Source: an optimization exercise on an open RTL-to-GDS flow (aim: small area, a short achievable clock period and few clock cycles per item). Production flows keep margins and buffers that such runs may drop.
Only simulation tests tie the RTL to the original design; equivalence was not proved.
Power is estimated from default activity; no workload was simulated.

===== flow/config.mk =====
export PLATFORM = sky130hd
export DESIGN_NAME = MD5
export DESIGN_NICKNAME = MD5
export VERILOG_FILES = /design/flow/design.v
export SDC_FILE = /design/flow/constraint.sdc
export NUM_CORES = 8
export LEC_CHECK = 0
export ABC_AREA = 1
export CAP_MARGIN = 20
export CORE_MARGIN = 2
export CORE_UTILIZATION = 45
export CTS_CLUSTER_DIAMETER = 220
export CTS_CLUSTER_SIZE = 18
export SETUP_SLACK_MARGIN = 4.0
export SLEW_MARGIN = 20
export SYNTH_HIERARCHICAL = 1

===== flow/constraint.sdc =====
create_clock -name core_clock -period 9.0 [get_ports {clk}]
set_input_delay 1.8000 -clock core_clock [delete_from_list [all_inputs] [get_ports {clk}]]
set_output_delay 1.8000 -clock core_clock [all_outputs]
set_load 0.01 [all_outputs]

===== flow/design.v =====
module MD5_core(
    input wire clk,
    input wire reset_n,
    input wire init,
    input wire next,
    input wire block_wr,
    input wire [3:0] block_addr,
    input wire [31:0] block_data,
    output wire [127:0] digest,
    output wire ready
);
localparam A0 = 32'h67452301;
localparam B0 = 32'hefcdab89;
localparam C0 = 32'h98badcfe;
localparam D0 = 32'h10325476;
function [31:0] K(input [5:0] i);
    begin
        case (i)
            6'd0: K = 32'hd76aa478;
            6'd1: K = 32'he8c7b756;
            6'd2: K = 32'h242070db;
            6'd3: K = 32'hc1bdceee;
            6'd4: K = 32'hf57c0faf;
            6'd5: K = 32'h4787c62a;
            6'd6: K = 32'ha8304613;
            6'd7: K = 32'hfd469501;
            6'd8: K = 32'h698098d8;
            6'd9: K = 32'h8b44f7af;
            6'd10: K = 32'hffff5bb1;
            6'd11: K = 32'h895cd7be;
            6'd12: K = 32'h6b901122;
            6'd13: K = 32'hfd987193;
            6'd14: K = 32'ha679438e;
            6'd15: K = 32'h49b40821;
            6'd16: K = 32'hf61e2562;
            6'd17: K = 32'hc040b340;
            6'd18: K = 32'h265e5a51;
            6'd19: K = 32'he9b6c7aa;
            6'd20: K = 32'hd62f105d;
            6'd21: K = 32'h02441453;
            6'd22: K = 32'hd8a1e681;
            6'd23: K = 32'he7d3fbc8;
            6'd24: K = 32'h21e1cde6;
            6'd25: K = 32'hc33707d6;
            6'd26: K = 32'hf4d50d87;
            6'd27: K = 32'h455a14ed;
            6'd28: K = 32'ha9e3e905;
            6'd29: K = 32'hfcefa3f8;
            6'd30: K = 32'h676f02d9;
            6'd31: K = 32'h8d2a4c8a;
            6'd32: K = 32'hfffa3942;
            6'd33: K = 32'h8771f681;
            6'd34: K = 32'h6d9d6122;
            6'd35: K = 32'hfde5380c;
            6'd36: K = 32'ha4beea44;
            6'd37: K = 32'h4bdecfa9;
            6'd38: K = 32'hf6bb4b60;
            6'd39: K = 32'hbebfbc70;
            6'd40: K = 32'h289b7ec6;
            6'd41: K = 32'heaa127fa;
            6'd42: K = 32'hd4ef3085;
            6'd43: K = 32'h04881d05;
            6'd44: K = 32'hd9d4d039;
            6'd45: K = 32'he6db99e5;
            6'd46: K = 32'h1fa27cf8;
            6'd47: K = 32'hc4ac5665;
            6'd48: K = 32'hf4292244;
            6'd49: K = 32'h432aff97;
            6'd50: K = 32'hab9423a7;
            6'd51: K = 32'hfc93a039;
            6'd52: K = 32'h655b59c3;
            6'd53: K = 32'h8f0ccc92;
            6'd54: K = 32'hffeff47d;
            6'd55: K = 32'h85845dd1;
            6'd56: K = 32'h6fa87e4f;
            6'd57: K = 32'hfe2ce6e0;
            6'd58: K = 32'ha3014314;
            6'd59: K = 32'h4e0811a1;
            6'd60: K = 32'hf7537e82;
            6'd61: K = 32'hbd3af235;
            6'd62: K = 32'h2ad7d2bb;
            6'd63: K = 32'heb86d391;
        endcase
    end
endfunction
function [31:0] rot2(input [31:0] x, input [3:0] sr, input [4:0] sq);
    reg [31:0] t;
    begin
        t = ({32{sr[0]}} & x) | ({32{sr[1]}} & {x[30:0], x[31]}) |
            ({32{sr[2]}} & {x[29:0], x[31:30]}) | ({32{sr[3]}} & {x[28:0], x[31:29]});
        rot2 = ({32{sq[0]}} & {t[27:0], t[31:28]}) | ({32{sq[1]}} & {t[23:0], t[31:24]}) |
               ({32{sq[2]}} & {t[19:0], t[31:20]}) | ({32{sq[3]}} & {t[15:0], t[31:16]}) |
               ({32{sq[4]}} & {t[11:0], t[31:12]});
    end
endfunction
function [31:0] bswap(input [31:0] w);
    begin
        bswap = {w[7:0], w[15:8], w[23:16], w[31:24]};
    end
endfunction
reg [31:0] blk [0:15];
reg [31:0] h0_reg, h1_reg, h2_reg, h3_reg;   
reg [31:0] b_reg, c_reg, d_reg;
reg [31:0] pre_reg;
wire        prep, pv, reload, step, do_init, bwe, w_bus;
wire [5:0]  rnd;
wire [15:0] gsel;
wire [3:0]  fsel, rlo;
wire [4:0]  rhi;
md5_ctl ctl(
    .clk(clk),
    .reset_n(reset_n),
    .init(init),
    .next(next),
    .block_wr(block_wr),
    .block_addr(block_addr),
    .ready(ready),
    .prep(prep),
    .pv(pv),
    .reload(reload),
    .step(step),
    .do_init(do_init),
    .bwe(bwe),
    .w_bus(w_bus),
    .rnd(rnd),
    .gsel(gsel),
    .fsel(fsel),
    .rlo(rlo),
    .rhi(rhi)
);
reg [31:0] w_mem;
integer i;
always @(*) begin
    w_mem = 32'h0;
    for (i = 0; i < 16; i = i + 1)
        w_mem = w_mem | ({32{gsel[i]}} & blk[i]);
end
wire [31:0] w_sel   = w_bus ? block_data : w_mem;
wire [31:0] pre_new = (pv ? d_reg : pre_reg) + K(rnd) + w_sel;
wire [31:0] f_val   = ({32{fsel[0]}} & (d_reg ^ (b_reg & (c_reg ^ d_reg)))) |
                      ({32{fsel[1]}} & (c_reg ^ (d_reg & (b_reg ^ c_reg)))) |
                      ({32{fsel[2]}} & (b_reg ^ c_reg ^ d_reg)) |
                      ({32{fsel[3]}} & (c_reg ^ (b_reg | ~d_reg)));
wire [31:0] b_new   = b_reg + rot2(pre_reg + f_val, rlo, rhi);
wire [31:0] h_sum   = h0_reg + b_reg;
assign digest = {bswap(h0_reg), bswap(h1_reg), bswap(h2_reg), bswap(h3_reg)};
always @(posedge clk) begin
    if (bwe)
        blk[block_addr] <= block_data;
    if (reload)
        pre_reg <= h0_reg;
    else if (prep)
        pre_reg <= pre_new;
    else if (pv)
        pre_reg <= d_reg;
    if (reload) begin
        b_reg <= h1_reg;
        c_reg <= h2_reg;
        d_reg <= h3_reg;
    end
    else if (pv) begin
        b_reg <= b_new;
        c_reg <= b_reg;
        d_reg <= c_reg;
    end
    if (do_init) begin
        h0_reg <= A0;
        h1_reg <= B0;
        h2_reg <= C0;
        h3_reg <= D0;
    end
    else if (step) begin
        h0_reg <= h3_reg;
        h1_reg <= h_sum;
        h2_reg <= h1_reg;
        h3_reg <= h2_reg;
    end
end
endmodule
module md5_ctl(
    input wire clk,
    input wire reset_n,
    input wire init,
    input wire next,
    input wire block_wr,
    input wire [3:0] block_addr,
    output wire ready,
    output wire prep,        
    output wire pv,          
    output wire reload,      
    output wire step,        
    output wire do_init,     
    output wire bwe,         
    output wire w_bus,       
    output wire [5:0] rnd,   
    output wire [15:0] gsel,
    output wire [3:0] fsel,
    output wire [3:0] rlo,
    output wire [4:0] rhi
);
function [3:0] GIX(input [5:0] i);
    begin
        case (i)
            6'd0: GIX = 4'd0;
            6'd1: GIX = 4'd1;
            6'd2: GIX = 4'd2;
            6'd3: GIX = 4'd3;
            6'd4: GIX = 4'd4;
            6'd5: GIX = 4'd5;
            6'd6: GIX = 4'd6;
            6'd7: GIX = 4'd7;
            6'd8: GIX = 4'd8;
            6'd9: GIX = 4'd9;
            6'd10: GIX = 4'd10;
            6'd11: GIX = 4'd11;
            6'd12: GIX = 4'd12;
            6'd13: GIX = 4'd13;
            6'd14: GIX = 4'd14;
            6'd15: GIX = 4'd15;
            6'd16: GIX = 4'd1;
            6'd17: GIX = 4'd6;
            6'd18: GIX = 4'd11;
            6'd19: GIX = 4'd0;
            6'd20: GIX = 4'd5;
            6'd21: GIX = 4'd10;
            6'd22: GIX = 4'd15;
            6'd23: GIX = 4'd4;
            6'd24: GIX = 4'd9;
            6'd25: GIX = 4'd14;
            6'd26: GIX = 4'd3;
            6'd27: GIX = 4'd8;
            6'd28: GIX = 4'd13;
            6'd29: GIX = 4'd2;
            6'd30: GIX = 4'd7;
            6'd31: GIX = 4'd12;
            6'd32: GIX = 4'd5;
            6'd33: GIX = 4'd8;
            6'd34: GIX = 4'd11;
            6'd35: GIX = 4'd14;
            6'd36: GIX = 4'd1;
            6'd37: GIX = 4'd4;
            6'd38: GIX = 4'd7;
            6'd39: GIX = 4'd10;
            6'd40: GIX = 4'd13;
            6'd41: GIX = 4'd0;
            6'd42: GIX = 4'd3;
            6'd43: GIX = 4'd6;
            6'd44: GIX = 4'd9;
            6'd45: GIX = 4'd12;
            6'd46: GIX = 4'd15;
            6'd47: GIX = 4'd2;
            6'd48: GIX = 4'd0;
            6'd49: GIX = 4'd7;
            6'd50: GIX = 4'd14;
            6'd51: GIX = 4'd5;
            6'd52: GIX = 4'd12;
            6'd53: GIX = 4'd3;
            6'd54: GIX = 4'd10;
            6'd55: GIX = 4'd1;
            6'd56: GIX = 4'd8;
            6'd57: GIX = 4'd15;
            6'd58: GIX = 4'd6;
            6'd59: GIX = 4'd13;
            6'd60: GIX = 4'd4;
            6'd61: GIX = 4'd11;
            6'd62: GIX = 4'd2;
            6'd63: GIX = 4'd9;
        endcase
    end
endfunction
function [4:0] rot_amt(input [5:0] i);
    begin
        case ({i[5:4], i[1:0]})
            4'd0: rot_amt = 5'd7;
            4'd1: rot_amt = 5'd12;
            4'd2: rot_amt = 5'd17;
            4'd3: rot_amt = 5'd22;
            4'd4: rot_amt = 5'd5;
            4'd5: rot_amt = 5'd9;
            4'd6: rot_amt = 5'd14;
            4'd7: rot_amt = 5'd20;
            4'd8: rot_amt = 5'd4;
            4'd9: rot_amt = 5'd11;
            4'd10: rot_amt = 5'd16;
            4'd11: rot_amt = 5'd23;
            4'd12: rot_amt = 5'd6;
            4'd13: rot_amt = 5'd10;
            4'd14: rot_amt = 5'd15;
            4'd15: rot_amt = 5'd21;
        endcase
    end
endfunction
reg [3:0]  fsel_reg;     
reg [3:0]  rlo_reg;      
reg [4:0]  rhi_reg;      
reg        pstep_reg;    
reg        plast_reg;    
reg [3:0]  gidx_reg;     
reg        pv_reg;       
reg [6:0]  cnt_reg;      
reg        busy_reg;
reg        fin_reg;      
reg        reload_reg;
wire idle    = ~busy_reg;
wire go      = next & idle;
wire cnt_lo  = ~cnt_reg[6] & ~cnt_reg[5] & ~cnt_reg[4];    
wire match   = bwe & cnt_lo & ~reload_reg & (block_addr == cnt_reg[3:0]);
wire inval   = bwe & (cnt_reg[4] | (cnt_lo & (block_addr < cnt_reg[3:0])));
wire clear   = do_init | inval | reload_reg;
wire [6:0] cnt_inc = cnt_reg + 7'd1;
assign ready   = idle;
assign do_init = init & idle;
assign bwe     = block_wr & idle;
assign prep    = match | ((busy_reg | (go & ~cnt_lo)) & ~cnt_reg[6] & ~reload_reg);
assign step    = (pv_reg & pstep_reg) | fin_reg;
assign w_bus   = idle & cnt_lo;
assign pv      = pv_reg;
assign reload  = reload_reg;
assign rnd     = cnt_reg[5:0];
assign gsel    = 16'h0001 << gidx_reg;
assign fsel    = fsel_reg;
assign rlo     = rlo_reg;
assign rhi     = rhi_reg;
always @(posedge clk or negedge reset_n) begin
    if (!reset_n) begin
        busy_reg   <= 1'b0;
        pv_reg     <= 1'b0;
        cnt_reg    <= 7'd0;
        gidx_reg   <= 4'd0;
        fin_reg    <= 1'b0;
        reload_reg <= 1'b0;
    end
    else begin
        fin_reg    <= pv_reg & plast_reg;
        reload_reg <= fin_reg | do_init | inval;
        if (go)
            busy_reg <= 1'b1;
        else if (pv_reg & plast_reg)
            busy_reg <= 1'b0;
        if (clear) begin
            cnt_reg  <= 7'd0;
            gidx_reg <= 4'd0;
            pv_reg   <= 1'b0;
        end
        else begin
            pv_reg <= prep;
            if (prep) begin
                cnt_reg  <= cnt_inc;
                gidx_reg <= GIX(cnt_inc[5:0]);
            end
        end
    end
end
always @(posedge clk) begin
    if (prep) begin
        fsel_reg  <= 4'h1 << cnt_reg[5:4];
        rlo_reg   <= 4'h1 << (rot_amt(cnt_reg[5:0]) & 5'd3);
        rhi_reg   <= 5'h1 << ((rot_amt(cnt_reg[5:0]) >> 2) - 5'd1);
        pstep_reg <= (cnt_reg[5:0] >= 6'd61);
        plast_reg <= (cnt_reg[5:0] == 6'd63);
    end
end
endmodule
module MD5(
    input wire clk,
    input wire reset_n,
    input wire cs,
    input wire we,
    input wire [7:0] address,
    input wire [31:0] write_data,
    output wire [31:0] read_data
);
wire         ready;
wire [127:0] digest;
wire wr       = cs & we;
wire ctrl_wr  = wr & (address == 8'h08);
wire block_wr = wr & (address[7:4] == 4'h2);
MD5_core core(
    .clk(clk),
    .reset_n(reset_n),
    .init(ctrl_wr & write_data[0] & ~write_data[1]),
    .next(ctrl_wr & write_data[1] & ~write_data[0]),
    .block_wr(block_wr),
    .block_addr(address[3:0]),
    .block_data(write_data),
    .digest(digest),
    .ready(ready)
);
MD5_read rd_mux(
    .address(address),
    .ready(ready),
    .digest(digest),
    .read_data(read_data)
);
endmodule
module MD5_read(
    input wire [7:0] address,
    input wire ready,
    input wire [127:0] digest,
    output reg [31:0] read_data
);
localparam CORE_NAME0   = 32'h6d643520;    
localparam CORE_NAME1   = 32'h68617368;    
localparam CORE_VERSION = 32'h302e3120;    
always @(*) begin
    case (address)
        8'h00: read_data = CORE_NAME0;
        8'h01: read_data = CORE_NAME1;
        8'h02: read_data = CORE_VERSION;
        8'h09: read_data = {31'h0, ready};
        8'h40: read_data = digest[127:96];
        8'h41: read_data = digest[95:64];
        8'h42: read_data = digest[63:32];
        8'h43: read_data = digest[31:0];
        default: read_data = 32'h0;
    endcase
end
endmodule

===== flow/run.sh =====
#!/bin/bash
# synth_recipe.tcl (not shown) runs the flow's synth.tcl, then flattens the netlist and writes it again
# the make line also repeats each setting of config.mk as NAME=value (left out here)
make -C /OpenROAD-flow-scripts/flow DESIGN_CONFIG=/design/flow/config.mk WORK_HOME=/design/flow/orfs CLKGATE_MAP_FILE= SYNTH_SCRIPT=/design/flow/synth_recipe.tcl finish

==> results of run 1 <==
-- path summary, 6_finish.rpt --
path                                              endpoint  slack [ps]  depth (start not counted)
setup / recovery                  core.b_reg[10]$_DFFE_PP_        3520                         37
hold / removal                  core.ctl.fin_reg$_DFF_PN0_         480                          2
setup reg to reg                  core.b_reg[10]$_DFFE_PP_        3520                         37
hold reg to reg                 core.ctl.fin_reg$_DFF_PN0_         480                          2
max in group asynchronous    core.ctl.reload_reg$_DFF_PN0_        6650                          1
min in group asynchronous  core.ctl.cnt_reg[0]$_DFFE_PN0P_        1630                          1
-- per-module statistics from Yosys (local to each module, per instance) --
module	flops+latches	cells	copies in the design	area, µm²
MD5_read	0	314	1	1485
md5_ctl	30	271	1	1999
MD5_core	768	5027	1	43210
MD5	0	15	1	71.32
-- worst max-delay path, delay by kind of cell (launching register included) --
| family | cells | cell delay (ps) |
|---|---|---|
| flops | 1 | 420 |
| simple gates | 17 | 1840 |
| compound gates | 9 | 1330 |
| fa+ha+maj | 3 | 890 |
| buf+inv | 8 | 770 |
-- area by class of cell --
cell class                 instances  share of cell area [%]
antenna                            4                 0.01776
clock buffer                      89                   2.480
clock inverter                     4                  0.1709
inverter                         581                   3.951
multi-input combinational       4014                   43.70
sequential                       798                   39.57
tap                             1380                   3.063
timing repair buffer             413                   7.046
-- routing by layer --
| layer | track usage [%] | vias to the layer above |
|---|---|---|
| met5 | 0 | - |
| met4 | 17.28 | 6 |
| met3 | 6.078 | 419 |
| met2 | 53.50 | 1934 |
| met1 | 43.41 | 21130 |
| li1 | - | 19920 |
-- kinds of logic (layout without fill, tap and decap cells) --
logic type               Yosys count  after routing  synth area share, %
AO/OA/AOI/OAI                   1177           1177                15.19
XOR/XNOR                          44             44               0.8401
adder cells (fa/ha/maj)          191            191                5.672
buffers and inverters            820           1087                6.838
flip-flops                       798            798                47.65
multiplexers                      10             10               0.2140
other                              0              4                    0
AND/OR/NAND/NOR                 2587           2592                23.59
-- metrics by stage --
step / setup slack (ps) / total power (µW) / instance area (µm²) / hold WS, ps
global route: 3250 / 9612 / 56360 / 506.9
finish: 3518 / 9235 / 56360 / 479.1
floorplan: 3672 / 5582 / 46780 / 421.6
CTS: 3535 / 8907 / 54250 / 480.9
global placement: 2517 / 6238 / 49030 / 456.6
detailed placement: 2514 / 6232 / 49050 / 459.2
-- what timing repair did --
action | in CTS | in global routing
setup buffers | 175 | 70
endpoints found under the hold margin | 0 | 0
gates cloned | 16 | 4
pin swaps | 150 | 166
resized for setup | 568 | 411
endpoints found under the setup margin | 91 | 78
-- cell usage after synthesis (all sizes together) (2+ instances only) --
cell     instances  area, µm²
a211oi          14      105.1
a21boi           8      63.81
a21o            12      90.09
a21oi          356       1816
a221oi          55      505.5
a22o            30      262.8
a22oi           18      145.1
a31oi           31      193.9
a41oi            2      17.52
and2             6      45.05
and3             2      12.51
buf             62      352.8
clkbuf         177      664.4
clkinv           9      33.78
dfrtp           15      375.4
dfxtp          160       3203
edfxtp         623      18710
fa              35      700.7
ha             156       1952
inv            572       2147
mux2i           10      100.1
nand2         1488       5665
nand3          419       2132
nand3b           5      37.54
nand4          122      800.8
nor2           455       1808
nor3            49      270.3
nor3b            3      22.52
nor4             8      50.05
o2111ai         46      432.9
o211ai          68      510.5
o21a             8      60.06
o21ai          439       2208
o21bai          14      108.9
o221ai          13      120.1
o22a             2      17.52
o22ai           32      200.2
o311ai           8      70.07
o31ai            9      67.56
o32ai            3      26.28
o41ai            3      26.28
or2             30      187.7
xnor2           16      140.1
xor2            28      252.8
-- power by group --
group          leakage [µW]  switching, µW  internal (µW)
combinational        0.0147           1670           1020
sequential          0.00709            110           4050
clock              0.000702           1310           1070
==> summary.txt, run 1 <==
- Static Leakage: 0.02253 µW
- Pins Over Slew Limit: 0
- Detail Route Antenna Nets: 0
- Power Density: 163.8 nW/µm²
- WL met1: 74090 µm
- Syn Nets: 5862
- GPL Wtd Cong: 0.9849
- Yosys warnings: 9
- Hold wc startpoint: core.ctl.plast_reg$_DFFE_PP_
- Final count of hold timing violations: 0
- Most common cell after layout, fill and taps aside: nand2_1
- Routed len/inst: 25.40 µm
- CTS Buffer Depth: 3
- Layout cell share with drive strength beyond 1: 18.88%
- Slowest CP cell: edfxtp_1
- Worst setup path class: reg2reg
- Num ports: 76
- H-tree depth reported by CTS: 2
- CP max FO: 4
- Total gr overflow: 0
- Gr usage total: 33.43%
- Sequential fraction of the synthesis area: 47.65%
- CTS Root Cell: clkbuf_16
- CP Launch Type: register
- Drt initial violations: 4890
- Antenna violations before repair: 5
- Endpoints failing setup: 0
- Clk sinks: 798
- Async SR Flop Fraction: 1.880%
- Final worst path period need: 5482 ps
- Drt drc: 0
- Max-cap violations: 0
- Vias: 43410
- Synth cell types: 78
- Register area: 22300 µm²
- Relative slew slack: 27.36%
- Synth Register Bits: 798
- WL met2: 85130 µm
- Max Freq: 182.4 MHz
- Row count: 118
- Area delta synth->final: 20.52%
- Pre-antenna DRT Iters: 8
- Dpl cells: 6921
- Status: complete, no violations
- Post-synthesis area per instance: 8.311 µm²
- Total core area: 103300 µm²
- NumNets Final: 6093
- Detail Route met3 WL: 14610 µm
- Max Clock Skew: 45.29 ps
- Total Routed Length: 185000 µm
- Max FFs per register: 512
- Worst EP arrival: 5910 ps
- Die X: 326.4 µm
- Fill cell count: 9491
- Full die area: 106500 µm²
- Drt via density: 5.960
- Type of the tightest min-delay check: reg2reg
- Layout Cells excl Fill: 7283
- Worst slew pin tran: 1090 ps
- Die Y-Extent: 326.4 µm
- Top reg by flops: core.blk
- Initial Utilization: 45.25%
- Final Util: 54.54%
- Mapped Area: 46770 µm²
- Worst r2r src: core.d_reg[5]$_DFFE_PP_
- Post-Synthesis Cells: 5627
- Clock latency on the worst-skew pair: 690 ps
- CTS tree: built
- Worst setup EP type: register
- # port buffers: 75
- First-pass GRT wire length: 266900 µm
- Setup TNS: 0 ps
- Most used cells in the layout excluding fill and tap cells: 1371 x nand2_1, 623 x edfxtp_1, 500 x inv_1, 371 x nand3_1, 347 x nor2_1
- Max VDD drop: 0.2140 mV
- Vias in the first global route: 40440
- Crit. Startpoint: core.d_reg[5]$_DFFE_PP_
- Num CTS Buffers: 50
- Unrepaired setup endpoints after global routing: true
- Dominant synthesized flop cell: edfxtp_1
- Highest metal used: met5
- Dpl hpwl: 125100 µm
- Clk slew on worst S/H paths: 90 ps
- Most used cell, CP: nand2_1
- Fin crit share: 60.91%
- CP required: 9430 ps
- Post-synth EDFFs: 623
- CP peak stage delay: 420 ps
- Pin count of the biggest net entering global routing: 85
- CTS Hold Bufs: 0
- Multi-input logic area: 24630 µm²
Testbench counts, summed over its fixed seeds: cycles 13,695, blocks 192.
==> run 2: changes to the inputs <==
==> flow/flow/run.sh (new file) <==
#!/bin/bash
# The standard layout (the standard.sh) with two changes:
# - synthesis: Yosys does not map adders to the library's full/half-adder cells
#   (ADDER_MAP_FILE is empty), so ABC maps the adders' logic together with the
#   rest. Registers are mapped exactly as in the standard synthesis.
# - placement: every input and output port is still given a buffer, but the
#   buffer is sky130_fd_sc_hd__buf_4 instead of the delay cell that
#   buffer_ports picks by default; flow/io.tcl keeps the read path's ports
#   together on the top edge.
# make's full output goes to flow_make.log; ORFS keeps each step's log under orfs/logs/.
set -euo pipefail
bash standard.sh ADDER_MAP_FILE= "BUFFER_PORTS_ARGS=-buffer_cell sky130_fd_sc_hd__buf_4" IO_CONSTRAINTS="$PWD/flow/io.tcl" finish > flow_make.log 2>&1
==> flow/flow/io.tcl (new file) <==
# Keep the read path's ports (address, cs, we, read_data) together on the
# top edge, so that the read multiplexer and its ports sit close together.
set_io_pin_constraint -region top:110-190 -pin_names {address[0] address[1] address[2] address[3] address[4] address[5] address[6] address[7] cs we read_data[0] read_data[1] read_data[2] read_data[3] read_data[4] read_data[5] read_data[6] read_data[7] read_data[8] read_data[9] read_data[10] read_data[11] read_data[12] read_data[13] read_data[14] read_data[15] read_data[16] read_data[17] read_data[18] read_data[19] read_data[20] read_data[21] read_data[22] read_data[23] read_data[24] read_data[25] read_data[26] read_data[27] read_data[28] read_data[29] read_data[30] read_data[31]}
==> flow/standard.sh (new file) <==
#!/bin/bash
# synth_recipe.tcl (not shown) runs the flow's synth.tcl, then flattens the netlist and writes it again
# the make line also repeats each setting of config.mk as NAME=value (left out here)
make -C /OpenROAD-flow-scripts/flow DESIGN_CONFIG=/design/flow/config.mk WORK_HOME=/design/flow/orfs CLKGATE_MAP_FILE= SYNTH_SCRIPT=/design/flow/synth_recipe.tcl "${@:-finish}"
removed: flow/run.sh
==> run 2 against run 1 <==
Effect of this change:
- still clean on timing, DRC and antenna
- synthesized cell count increased by 15%
- sequential cell count unchanged
- clock power about the same
- sequential power decreased by 3%
- combinational power decreased by 51%
- critical path depth decreased by 27
- sequential share of layout area increased by 1.8 points
- hold slack got worse by 12 ps
==> summary.txt, run 2 <==
- Mapped Area: 48270 µm²
- Full die area: 109900 µm²
- Drt initial violations: 5536
- Unrepaired setup endpoints after global routing: true
- Layout cell share with drive strength beyond 1: 12.65%
- Post-Synthesis Cells: 6464
- Dpl hpwl: 136400 µm
- Worst setup EP type: output port
- H-tree depth reported by CTS: 2
- Most frequent cell after synthesis: nand2_1
- First-pass GRT wire length: 277900 µm
- Detail Route Antenna Nets: 0
- Clock latency on the worst-skew pair: 700 ps
- CP max FO: 32
- Top reg by flops: core.blk
- Syn Nets: 6508
- Final count of hold timing violations: 0
- Worst setup path class: in2out
- Max VDD drop: 0.1834 mV
- Vias in the first global route: 41880
- Async SR Flop Fraction: 1.880%
- Clk slew on worst S/H paths: 90 ps
- Total gr overflow: 0
- Multi-input logic area: 23530 µm²
- NumNets Final: 6599
- Worst slew pin tran: 1269 ps
- # port buffers: 75
- Fill cell count: 10430
- Yosys warnings: 9
- Setup TNS: 0 ps
- Sequential fraction of the synthesis area: 46.17%
- CP Launch Type: input port
- Type of the tightest min-delay check: reg2reg
- Pin count of the biggest net entering global routing: 90
- Total Routed Length: 194900 µm
- Synth Register Bits: 798
- Pins Over Slew Limit: 0
- Num ports: 76
- FF-to-FF setup slack: 4210 ps
- GPL Wtd Cong: 1.034
- Power Density: 143.7 nW/µm²
- CP required: 7200 ps
- Finished Cell Area: 53850 µm²
- Endpoints failing setup: 0
- Drt drc: 0
- Die Y-Extent: 331.5 µm
- Relative slew slack: 14.49%
- WL met2: 88870 µm
- Clk sinks: 798
- Fin crit share: 55.09%
- Post-DP Area: 50180 µm²
- Vias: 46610
- Max-cap violations: 0
- Dominant synthesized flop cell: edfxtp_1
- Total Power: 7739 µW
- Total core area: 106800 µm²
- Yosys top cell area share: 38.76%
- Max FFs per register: 512
- Post-synthesis area per instance: 7.467 µm²
- Ranking of synthesized cells by area: edfxtp_1 39%, nand2_1 16%, dfxtp_1 6.6%, nand3_1 6.6%, nor2_1 5.0%
- Die X: 331.5 µm
- Num CTS Buffers: 50
- Antenna violations before repair: 4
- Gr usage total: 33.89%
- Most common cell after layout, fill and taps aside: nand2_1
- Slowest CP cell: nor2_1
- Routed len/inst: 24.36 µm
- Status: complete, no violations
- CTS tree: built
- Final worst path period need: 4958 ps
- Static Leakage: 0.02312 µW
- CTS Buffer Depth: 3
- Final Util: 50.44%
- Post-synth EDFFs: 623
- Detail Route met3 WL: 16200 µm
- Most used cells in the layout excluding fill and tap cells: 1974 x nand2_1, 623 x edfxtp_1, 620 x nand3_1, 573 x inv_1, 570 x nor2_1
- Drt via density: 5.827
- Synth cell types: 66
- Register area: 22300 µm²
- Highest metal used: met5
- Max Freq: 201.7 MHz
- Worst-path cell chain: buf_4, inv_2, nand2_4, nor2_2, buf_6, nand3_1, nand2_1, nor2_1, nand2_1, buf_4
- Worst EP arrival: 3160 ps
- CTS Hold Bufs: 0
- CP peak stage delay: 240 ps
- Pre-antenna DRT Iters: 8
- Area delta synth->final: 11.57%
- Initial Utilization: 45.21%
- Row count: 120
- Max Clock Skew: 70.12 ps
- WL met1: 76720 µm
- Synth top cells by count: 2018 x nand2_1, 643 x nor2_1, 633 x nand3_1, 623 x edfxtp_1, 586 x inv_1
- CTS Root Cell: clkbuf_16
- Largest area contributor in the netlist: edfxtp_1
[run 2: cell type report]
cell class                 instances  area share [%]
antenna                            1        0.004647
clock buffer                      87           2.581
clock inverter                     5          0.1812
inverter                         645           4.545
multi-input combinational       4786           43.70
sequential                       798           41.40
tap                             1403           3.260
timing repair buffer             274           4.329
[run 2: timing repair]
item / CTS / global route
resized for setup: 34 / 245
setup endpoints to repair: 85 / 81
cloned: 6 / 7
buffers inserted: 35 / 94
pin swaps: 10 / 32
[run 2: cells by family (layout without fill, tap and decap cells)]
logic type / after synthesis / count (layout) / synth area share (%)
xor gates and xnor gates: 87 / 87 / 1.579
other: 0 / 1 / 0
muxes: 1 / 1 / 0.02074
and+or+nand+nor: 3690 / 3695 / 32.64
AOI/OAI and AO/OA: 1001 / 1001 / 12.24
adders and majority gates: 2 / 2 / 0.04148
buffers and inverters: 885 / 1011 / 7.313
DFF: 798 / 798 / 46.17
[run 2: worst max-delay path, delay by kind of cell]
| family | cells | cell delay [ps] |
|---|---|---|
| simple gates | 6 | 770 |
| buf+inv | 4 | 580 |
[run 2: path summary, 6_finish.rpt]
check / start / endpoint / cells after the start
min in group asynchronous: reset_n / core.ctl.cnt_reg[3]$_DFFE_PN0P_ / 1
max in group asynchronous: reset_n / core.ctl.reload_reg$_DFF_PN0_ / 1
worst max register to register: core.ctl.cnt_reg[5]$_DFFE_PN0P_ / core.pre_reg[31]$_DFF_P_ / 29
worst min register to register: core.ctl.plast_reg$_DFFE_PP_ / core.ctl.fin_reg$_DFF_PN0_ / 2
worst max-delay path: address[3] / read_data[29] / 10
worst min-delay path: core.ctl.plast_reg$_DFFE_PP_ / core.ctl.fin_reg$_DFF_PN0_ / 2
[run 2: modules after synthesis, one instance, submodules excluded]
module | copies in the design | area, µm² | cells inside | flops+latches
md5_ctl | 1 | 1729 | 234 | 30
MD5_read | 1 | 1485 | 314 | 0
MD5_core | 1 | 44980 | 5901 | 768
MD5 | 1 | 71.32 | 15 | 0
[run 2: where the power goes]
| group | total [µW] | switching, µW | internal (µW) |
|---|---|---|---|
| registers | 4030 | 40.6 | 3990 |
| clock network | 2380 | 1310 | 1070 |
| logic | 1330 | 952 | 380 |
| total | 7740 | 2300 | 5440 |
[run 2: stage by stage]
stage / std cells / worst slack (ps) / hold slack (ps)
after CTS: 7897 / 3986 / 471.8
after floorplan: 6464 / 3579 / 426.6
after global routing: 7998 / 3832 / 519.2
after detailed placement: 7764 / 3099 / 451.5
after global placement: 7764 / 3136 / 459.2
final: 7999 / 4042 / 466.8
[run 2: metal layers]
layer / global-route usage (%) / vias to the layer above
met3: 4.531 / 468
li1: - / 21820
met1: 43.93 / 22020
met5: 0 / -
met2: 54.84 / 2298
met4: 18.86 / 6
==> run 3: changes to the inputs <==
==> flow/flow/run.sh (replaced) <==
#!/bin/bash
# The standard layout (the standard.sh) with two changes:
# - synthesis: Yosys does not map adders to the library's full/half-adder cells
#   (ADDER_MAP_FILE is empty), so ABC maps the adders' logic together with the
#   rest. Registers are mapped exactly as in the standard synthesis.
# - placement: every input and output port is still given a buffer, but the
#   buffer is sky130_fd_sc_hd__buf_4 instead of the delay cell that
#   buffer_ports picks by default.
# make's full output goes to flow_make.log; ORFS keeps each step's log under orfs/logs/.
set -euo pipefail
bash standard.sh ADDER_MAP_FILE= "BUFFER_PORTS_ARGS=-buffer_cell sky130_fd_sc_hd__buf_4" SYNTH_SCRIPT="$PWD/flow/synth.tcl" finish > flow_make.log 2>&1
==> flow/flow/core_abc.script (new file) <==
strash
dch
map -a
topo
stime -c
buffer -c
upsize -c
dnsize -c
==> flow/flow/synth.tcl (new file) <==
# The standard flow's synthesis (synth_recipe.tcl, run unchanged), with one change: ABC maps
# the module MD5_core with the script core_abc.script (ORFS's area script with
# area-oriented mapping, map -a). Every other module is
# mapped with the script that the flow settings choose. ABC maps only
# combinational logic; registers are mapped by synth.tcl as in the standard
# synthesis.
set flow_dir [file dirname [file normalize [info script]]]
proc abc {args} {
  global flow_dir
  set i [lsearch -exact $args -script]
  set core [lreplace $args [expr {$i + 1}] [expr {$i + 1}] $flow_dir/core_abc.script]
  yosys abc {*}$core MD5_core
  yosys abc {*}$args * MD5_core %d
}
source [file dirname $flow_dir]/synth_recipe.tcl
--- a/flow/config.mk
+++ b/flow/config.mk
@@ -11,6 +11,6 @@
 export CORE_UTILIZATION = 45
 export CTS_CLUSTER_DIAMETER = 220
 export CTS_CLUSTER_SIZE = 18
-export SETUP_SLACK_MARGIN = 4.0
+export SETUP_SLACK_MARGIN = 4.1
 export SLEW_MARGIN = 20
 export SYNTH_HIERARCHICAL = 1
removed: flow/flow/io.tcl
==> run 3 against run 2 <==
Effect of this change:
- critical endpoint is now core.b_reg[29]$_DFFE_PP_
- critical path depth increased by 30
- worst setup slack got worse by 1000 ps
- utilization increased by 5.8 points
- die area decreased by 5.9%
- clock power about the same
- combinational power increased by about 30%
- cell area increased by 4.4%
- still clean
- via count decreased by 6.4%
- register-to-register slack got worse by 1200 ps
- synthesized cell count decreased by 14%
- sequential cell count unchanged
==> summary.txt, run 3 <==
- Final Util: 56.22%
- Pre-antenna DRT Iters: 19
- # port buffers: 75
- Antenna violations before repair: 3
- GPL Wtd Cong: 1.037
- Endpoints failing setup: 0
- CP max FO: 4
- Gr usage total: 34.79%
- Clk sinks: 798
- Worst setup EP type: register
- Pins Over Slew Limit: 0
- Unrepaired setup endpoints after global routing: true
- Worst setup path class: reg2reg
- Drt via density: 6.018
- Most frequent cell after synthesis: nand2_1
- Async SR Flop Fraction: 1.880%
- Final count of hold timing violations: 0
- Vias: 43650
- Hold depth: 2
- CTS tree: built
- Max-cap violations: 0
- Pin count of the biggest net entering global routing: 88
- Total core area: 100000 µm²
- Mapped Area: 45390 µm²
- CP required: 9430 ps
- Register area: 22300 µm²
- CP peak stage delay: 510 ps
- Worst slew pin tran: 1182 ps
- Die Y-Extent: 321.6 µm
- Max FFs per register: 512
- Post-synth EDFFs: 623
- Most common cell after layout, fill and taps aside: nand2_1
- Routing usage on met3: 6.074%
- Ranking of synthesized cells by area: edfxtp_1 41%, nand2_1 8.8%, dfxtp_1 7.1%, nor2_1 6.6%, o21ai_0 5.1%
- Worst r2r src: core.b_reg[3]$_DFFE_PP_
- Syn Nets: 5600
- Reg2Reg Depth: 40
- Final worst path period need: 6003 ps
- Worst R2R End: core.b_reg[29]$_DFFE_PP_
- Total Power: 8136 µW
- FF-to-FF setup slack: 3000 ps
- Drt initial violations: 4960
- Hold wc startpoint: core.h2_reg[21]$_SDFFE_PP1P_
- Hold Crit Endpoint: core.h2_reg[21]$_SDFFE_PP1P_
- Setup TNS: 0 ps
- Post-DP Area: 47360 µm²
- Yosys top cell area share: 41.22%
- Num ports: 76
- GR peak layer: met2
- First-pass GRT wire length: 265800 µm
- Top reg by flops: core.blk
- Drt drc: 0
- Max VDD drop: 0.1964 mV
- Dpl cells: 6771
- Multi-input logic area: 23280 µm²
- Die X: 321.6 µm
- GR Util met1: 44.92%
- Synth top cells by count: 1059 x nand2_1, 797 x nor2_1, 623 x edfxtp_1, 572 x inv_1, 464 x o21ai_0
- CTS Buffer Depth: 3
- Detail Route Antenna Nets: 0
- H-tree depth reported by CTS: 2
- Clk slew on worst S/H paths: 100 ps
- CP Launch Type: register
- NumNets Final: 5957
- Status: complete, no violations
- Synth cell types: 83
- Full die area: 103400 µm²
- CTS Root Cell: clkbuf_16
- Dominant synthesized flop cell: edfxtp_1
- Clock latency on the worst-skew pair: 710 ps
- CTS Hold Bufs: 0
- Vias in the first global route: 40280
- Dpl hpwl: 123900 µm
- Total gr overflow: 0
- Num CTS Buffers: 50
- Finished Cell Area: 56220 µm²
- Synth Register Bits: 798
- Layout Cells excl Fill: 7253
- Static Leakage: 0.02167 µW
- Relative slew slack: 21.13%
- Power Density: 144.7 nW/µm²
- M2 GR Usage: 54.79%
- Area delta synth->final: 23.87%
- Layout cell share with drive strength beyond 1: 24.05%
- Largest area contributor in the netlist: edfxtp_1
- Fill cell count: 9023
- Type of the tightest min-delay check: reg2reg
- Initial Utilization: 45.39%
- Post-Synthesis Cells: 5556
- Routed len/inst: 25.89 µm
- Sequential fraction of the synthesis area: 49.10%
- Max Clock Skew: 50.40 ps
- Max Freq: 166.6 MHz
- Row count: 116
- Most used cells in the layout excluding fill and tap cells: 993 x nand2_1, 623 x edfxtp_1, 610 x nor2_1, 487 x inv_1, 401 x buf_4
- Slowest CP cell: edfxtp_1
- Worst EP arrival: 6430 ps
- Crit. Startpoint: core.b_reg[3]$_DFFE_PP_
- Fin crit share: 66.70%
- Post-synthesis area per instance: 8.169 µm²
- Antenna Cells: 0
- Total Routed Length: 187800 µm
- Yosys warnings: 9
## run 3: changes by cell type in the layout (fill, tap and decap cells not counted), sizes merged, moves of 52 or more
cell | previous run | this run
nand3 | 642 | 291
nand2 | 2127 | 1074
nand4 | 105 | 53
o21ai | 450 | 505
nor2 | 727 | 831
buf | 268 | 532
a21oi | 254 | 380
a221oi | 49 | 102
a22oi | 1 | 74
## run 3: worst max path at each step
stage               slack, ps                  endpoint
floorplan                3580  core.blk[0][0]$_DFFE_PP_
global placement         2270  core.pre_reg[31]$_DFF_P_
detailed placement       2310  core.pre_reg[31]$_DFF_P_
CTS                      3290  core.b_reg[25]$_DFFE_PP_
global route             2760  core.b_reg[26]$_DFFE_PP_
finish                   3000  core.b_reg[29]$_DFFE_PP_
## run 3: critical path: cells and delay by family (launching register included)
| family | cells | cell delay, ps |
|---|---|---|
| compound gates | 11 | 1750 |
| xor+xnor | 2 | 380 |
| simple gates | 17 | 1990 |
| flops | 1 | 510 |
| buf+inv | 10 | 1070 |
## run 3: per-module statistics from Yosys, one instance, submodules excluded
module | copies in the design | cell area, µm² | cells | flip-flops and latches
MD5_read | 1 | 1485 | 314 | 0
MD5 | 1 | 71.32 | 15 | 0
md5_ctl | 1 | 1729 | 234 | 30
MD5_core | 1 | 42100 | 4993 | 768
## run 3: area by class of cell
type,instances,area share (%)
tap,1298,2.889
clock inverter,5,0.1491
sequential,798,39.66
multi-input combinational,3877,41.41
inverter,647,4.478
clock buffer,89,2.486
timing repair buffer,538,8.918
timing repair inverter,1,0.008902
## run 3: kinds of logic (layout without fill, tap and decap cells)
logic type,after synthesis,in the layout,synth area share (%)
xor gates and xnor gates,127,127,2.533
AOI/OAI and AO/OA,1401,1401,19.24
muxes,1,1,0.02205
buffers and inverters,885,1280,7.666
DFF,798,798,49.10
and+or+nand+nor,2344,2348,21.44
## run 3: report_power, final
| part | leakage (µW) | total [µW] | internal, µW | switching [µW] |
|---|---|---|---|---|
| registers | 0.00708 | 4020 | 3990 | 34.1 |
| clock network | 0.000699 | 2390 | 1070 | 1320 |
| logic | 0.0139 | 1730 | 658 | 1070 |
| total | 0.0217 | 8140 | 5720 | 2420 |
## run 3: what timing repair did
item / CTS / global route
gates resized for setup: 640 / 396
endpoints found under the setup margin: 93 / 95
endpoints found under the hold margin: 0 / 0
pin swaps: 188 / 218
gates cloned: 14 / 5
buffers inserted: 249 / 120
## run 3: metrics by stage
step                      setup slack, ps  hold slack (ps)
after floorplan                      3579            426.6
final                                2997            488.0
after global routing                 2757            508.5
after CTS                            3290            485.6
after detailed placement             2314            472.0
after global placement               2267            471.6
## run 3: metal layers
layer	vias up	wire length (µm)
met5	-	28
met4	4	13070
met3	515	16740
met2	2220	85030
met1	21000	72940
li1	19910	-
==> run 4: changes to the inputs <==
--- a/flow/design.v
+++ b/flow/design.v
@@ -93,6 +93,26 @@
                ({32{sq[4]}} & {t[11:0], t[31:12]});
     end
 endfunction
+function [31:0] rotl(input [31:0] x, input [15:0] s);
+    begin
+        rotl = ({32{s[0]}} & {x[24:0], x[31:25]}) |
+        ({32{s[1]}} & {x[19:0], x[31:20]}) |
+        ({32{s[2]}} & {x[14:0], x[31:15]}) |
+        ({32{s[3]}} & {x[9:0], x[31:10]}) |
+        ({32{s[4]}} & {x[26:0], x[31:27]}) |
+        ({32{s[5]}} & {x[22:0], x[31:23]}) |
+        ({32{s[6]}} & {x[17:0], x[31:18]}) |
+        ({32{s[7]}} & {x[11:0], x[31:12]}) |
+        ({32{s[8]}} & {x[27:0], x[31:28]}) |
+        ({32{s[9]}} & {x[20:0], x[31:21]}) |
+        ({32{s[10]}} & {x[15:0], x[31:16]}) |
+        ({32{s[11]}} & {x[8:0], x[31:9]}) |
+        ({32{s[12]}} & {x[25:0], x[31:26]}) |
+        ({32{s[13]}} & {x[21:0], x[31:22]}) |
+        ({32{s[14]}} & {x[16:0], x[31:17]}) |
+        ({32{s[15]}} & {x[10:0], x[31:11]});
+    end
+endfunction
 function [31:0] bswap(input [31:0] w);
     begin
         bswap = {w[7:0], w[15:8], w[23:16], w[31:24]};
==> flow/flow/run.sh (replaced) <==
#!/bin/bash
# The standard layout (the standard.sh) with two changes to synthesis:
# - Yosys does not map adders to the library's full/half-adder cells
#   (ADDER_MAP_FILE is empty), so ABC maps the adders' logic with the rest;
# - flow/synth.tcl runs synth_recipe.tcl with ABC mapping MD5_core with
#   flow/core_abc.script.
# Registers are mapped exactly as in the standard synthesis.
# make's full output goes to flow_make.log; ORFS keeps each step's log under orfs/logs/.
set -euo pipefail
bash standard.sh ADDER_MAP_FILE= SYNTH_SCRIPT="$PWD/flow/synth.tcl" finish > flow_make.log 2>&1
==> flow/flow/core_abc.script (replaced) <==
strash
dc2
dch
map -B 0.9
topo
stime -c
buffer -c
upsize -c
dnsize -c
--- a/flow/flow/synth.tcl
+++ b/flow/flow/synth.tcl
@@ -1,6 +1,6 @@
 # The standard flow's synthesis (synth_recipe.tcl, run unchanged), with one change: ABC maps
-# the module MD5_core with the script core_abc.script (ORFS's area script with
-# area-oriented mapping, map -a). Every other module is
+# the module MD5_core with the script core_abc.script (logic rewriting for area
+# with dc2 before the mapping of ORFS's area script). Every other module is
 # mapped with the script that the flow settings choose. ABC maps only
 # combinational logic; registers are mapped by synth.tcl as in the standard
 # synthesis.
--- a/flow/config.mk
+++ b/flow/config.mk
@@ -8,9 +8,9 @@
 export ABC_AREA = 1
 export CAP_MARGIN = 20
 export CORE_MARGIN = 2
-export CORE_UTILIZATION = 45
-export CTS_CLUSTER_DIAMETER = 220
-export CTS_CLUSTER_SIZE = 18
-export SETUP_SLACK_MARGIN = 4.1
+export CORE_UTILIZATION = 40
+export CTS_CLUSTER_DIAMETER = 250
+export CTS_CLUSTER_SIZE = 16
+export SETUP_SLACK_MARGIN = 4.0
 export SLEW_MARGIN = 20
 export SYNTH_HIERARCHICAL = 1
==> run 4 against run 3 <==
Effect of this change:
- synthesized cell count down 3.7%
- cell area is 1.2% lower
- first-iteration DRC count rose by 0.22%
- critical endpoint is now core.b_reg[7]$_DFFE_PP_
- utilization is 5.8 points lower
- non-clock buffer count rose by 151
- sequential cell count did not move
- hold slack worse by 13 ps
- still clean on timing, DRC and antenna
- clock power is 4% higher
- routed wire length down 6.3%
- worst setup slack worse by 900 ps
- final cell count grew 1.7%
- global-route usage decreased by 5.5 points
==> summary.txt, run 4 <==
- Unrepaired setup endpoints after global routing: true
- GPL Wtd Cong: 0.9790
- Clock latency on the worst-skew pair: 720 ps
- Max-cap violations: 0
- Max Clock Skew: 79.83 ps
- Max FFs per register: 512
- Sequential fraction of the synthesis area: 50.30%
- CP required: 9430 ps
- Hold depth: 2
- Row count: 122
- Routed len/inst: 23.85 µm
- Ranking of synthesized cells by area: edfxtp_1 42%, nand2_1 12%, dfxtp_1 7.2%, o21ai_0 5.1%, inv_1 4.6%
- Initial Utilization: 40.20%
- Drt via density: 5.760
- Crit. Startpoint: core.ctl.fsel_reg[3]$_SDFFCE_PN0P_
- Pins Over Slew Limit: 0
- Slowest CP cell: edfxtp_1
- Syn Nets: 5395
- Most used cells in the layout excluding fill and tap cells: 1268 x nand2_1, 623 x edfxtp_1, 516 x inv_1, 466 x buf_4, 410 x o21ai_0
- CP peak stage delay: 460 ps
- Largest area contributor in the netlist: edfxtp_1
- Hold wc startpoint: core.ctl.plast_reg$_DFFE_PP_
- # port buffers: 75
- Synth top cells by count: 1366 x nand2_1, 623 x edfxtp_1, 538 x inv_1, 449 x o21ai_0, 404 x nor2_1
- Worst slew pin tran: 1150 ps
- Max VDD drop: 0.1710 mV
- Most common cell after layout, fill and taps aside: nand2_1
- Static Leakage: 0.02303 µW
- Power Density: 146.6 nW/µm²
- Die X: 336.8 µm
- CTS Buffer Depth: 3
- Finished Cell Area: 55560 µm²
- Fin crit share: 76.69%
- Vias: 42490
- Relative slew slack: 23.36%
- First-pass GRT wire length: 249700 µm
- Num ports: 76
- Post-synthesis area per instance: 8.281 µm²
- Worst setup path class: reg2reg
- CP Launch Type: register
- Reg2Reg Depth: 63
- Setup TNS: 0 ps
- Most used cell, CP: nand2_2
- Type of the tightest min-delay check: reg2reg
- Dpl hpwl: 107700 µm
- Synth cell types: 75
- CTS Root Cell: clkbuf_16
- Clk slew on worst S/H paths: 100 ps
- Top reg by flops: core.blk
- Synth Register Bits: 798
- Pin count of the biggest net entering global routing: 88
- Gr usage total: 29.30%
- Worst r2r src: core.ctl.fsel_reg[3]$_SDFFCE_PN0P_
- Most frequent cell after synthesis: nand2_1
- Dominant synthesized flop cell: edfxtp_1
- NumNets Final: 5901
- Yosys top cell area share: 42.22%
- Post-Synthesis Cells: 5351
- Final worst path period need: 6902 ps
- Setup ws final: 2098 ps
- Yosys warnings: 9
- Endpoints failing setup: 0
- Post-DP Area: 46890 µm²
- Final count of hold timing violations: 0
- Async SR Flop Fraction: 1.880%
- CTS tree: built
- Full die area: 113500 µm²
- Total Routed Length: 175900 µm
- CP max FO: 5
- Total gr overflow: 0
- H-tree depth reported by CTS: 2
- Worst setup EP type: register
- Detail Route Antenna Nets: 0
- Die Y-Extent: 336.8 µm
- Final Util: 50.42%
- Max Freq: 144.9 MHz
- Clk sinks: 798
- Layout cell share with drive strength beyond 1: 22.97%
- Mapped Area: 44310 µm²
- Area delta synth->final: 25.40%
- Worst EP arrival: 7330 ps
- Post-synth EDFFs: 623
- Drt drc: 0
- Antenna violations before repair: 4
- Vias in the first global route: 38720
- Num CTS Buffers: 55
- Post-placement setup slack: 1501 ps
- Total core area: 110200 µm²
- Pre-antenna DRT Iters: 10
- Status: complete, no violations
- Drt initial violations: 4971
## run 4: cell types whose count changed after synthesis, moves of 54 or more
cell	previous run	this run
nor2_1	797	404
nand2_1	1059	1366
nand3_1	290	395
a21oi_1	370	294
nand2_2	14	87
a22oi_1	74	20
## run 4: area by class of cell
type	instances	area (µm²)
Fill cell	10170	54650
Sequential cell	798	22310
Multi-Input combinational cell	3740	21230
Timing Repair Buffer	689	6336
Inverter	573	2243
Tap cell	1488	1862
Clock buffer	83	1481
Clock inverter	4	93.84
Antenna cell	1	2.502
## run 4: what timing repair did
action	CTS	global route
resized for setup	421	445
pin swaps	126	207
cloned	7	10
hold buffers	0	0
endpoints found under the setup margin	91	94
buffers inserted	387	118
## run 4: final timing paths
check	to	slack (ps)
worst max-delay path	core.b_reg[7]$_DFFE_PP_	2100
worst min-delay path	core.ctl.fin_reg$_DFF_PN0_	480
worst max register to register	core.b_reg[7]$_DFFE_PP_	2100
worst min register to register	core.ctl.fin_reg$_DFF_PN0_	480
max in group asynchronous	core.ctl.cnt_reg[4]$_DFFE_PN0P_	6850
min in group asynchronous	core.ctl.fin_reg$_DFF_PN0_	1550
## run 4: per-stage QoR
step | hold slack (ps) | instances | power [µW]
global route | 495.6 | 7375 | 8409
finish | 475.4 | 7376 | 8144
CTS | 467.7 | 7247 | 7911
floorplan | 426.6 | 5351 | 4893
detailed placement | 459.6 | 6766 | 5243
global placement | 442.7 | 6766 | 5238
## run 4: metal layers
layer	global-route usage, %	vias to the layer above	wire, µm
li1	-	19400	-
met1	41.00	20550	74180
met2	46.40	2128	79700
met3	4.302	405	15120
met4	9.774	10	6657
met5	1.064	-	227
## run 4: cell families (layout without fill, tap and decap cells)
family          count (synthesis)  in the layout  synth area share (%)
buf+inv                       814           1349                 7.426
xor+xnor                       92             92                 1.869
other cells                     0              1                     0
simple gates                 2462           2463                 24.15
compound gates               1183           1183                 16.21
flops                         798            798                 50.30
fa+ha+maj                       2              2               0.04518
## run 4: worst max-delay path: cells and delay by family (launching register included)
kind / cells / cell delay (ps)
AO/OA/AOI/OAI: 6 / 900
flip-flops: 1 / 460
buffers and inverters: 13 / 1760
XOR/XNOR: 1 / 180
AND/OR/NAND/NOR: 43 / 3310
## run 4: report_power, final
| group | internal (µW) | switching, µW | total, µW |
|---|---|---|---|
| Sequential | 3990 | 19.0 | 4010 |
| Combinational | 644 | 993 | 1640 |
| Clock | 1140 | 1350 | 2490 |
## run 4: modules after synthesis, one instance, submodules excluded
module	cell area, µm²	flip-flops and latches	times used
md5_ctl	1729	30	1
MD5_core	41020	768	1
MD5_read	1485	0	1
MD5	71.32	0	1
Testbench counts of run 4, summed over its fixed seeds: cycles 13,695, blocks 192.

==> port drivers added, routing unchanged <==
Ports are ideal in the flow. The routed layouts listed here were re-timed in OpenROAD.
Step 1: set_driving_cell puts a clkbuf_16 on clk and a buf_2 on each other input, an assumption about the parent block.
Step 2 moves the port delays by t, midway between the first and last clock arrival at a register: inputs arrive t later, outputs are due t later. That takes back most of the time a late clock gives input paths.
Slacks: ideal / step 1 / step 2; pairs: ideal / step 1.
run | shift t [ns] | setup slack, ns | worst register clock-pin slew, ns
run 1 | 0.747 | 3.518 / 3.518 / 3.440 | 0.10 / 0.10
run 2 | 0.738 | 4.042 / 4.012 / 4.012 | 0.11 / 0.11
run 3 | 0.758 | 2.997 / 2.997 / 2.997 | 0.11 / 0.11
run 4 | 0.754 | 2.098 / 2.098 / 1.735 | 0.10 / 0.10
After both steps every run listed still meets setup and hold. For run 4, which loses most, drivers alone change the setup slack by 0.000 ns; drivers and shift together by -0.363 ns.
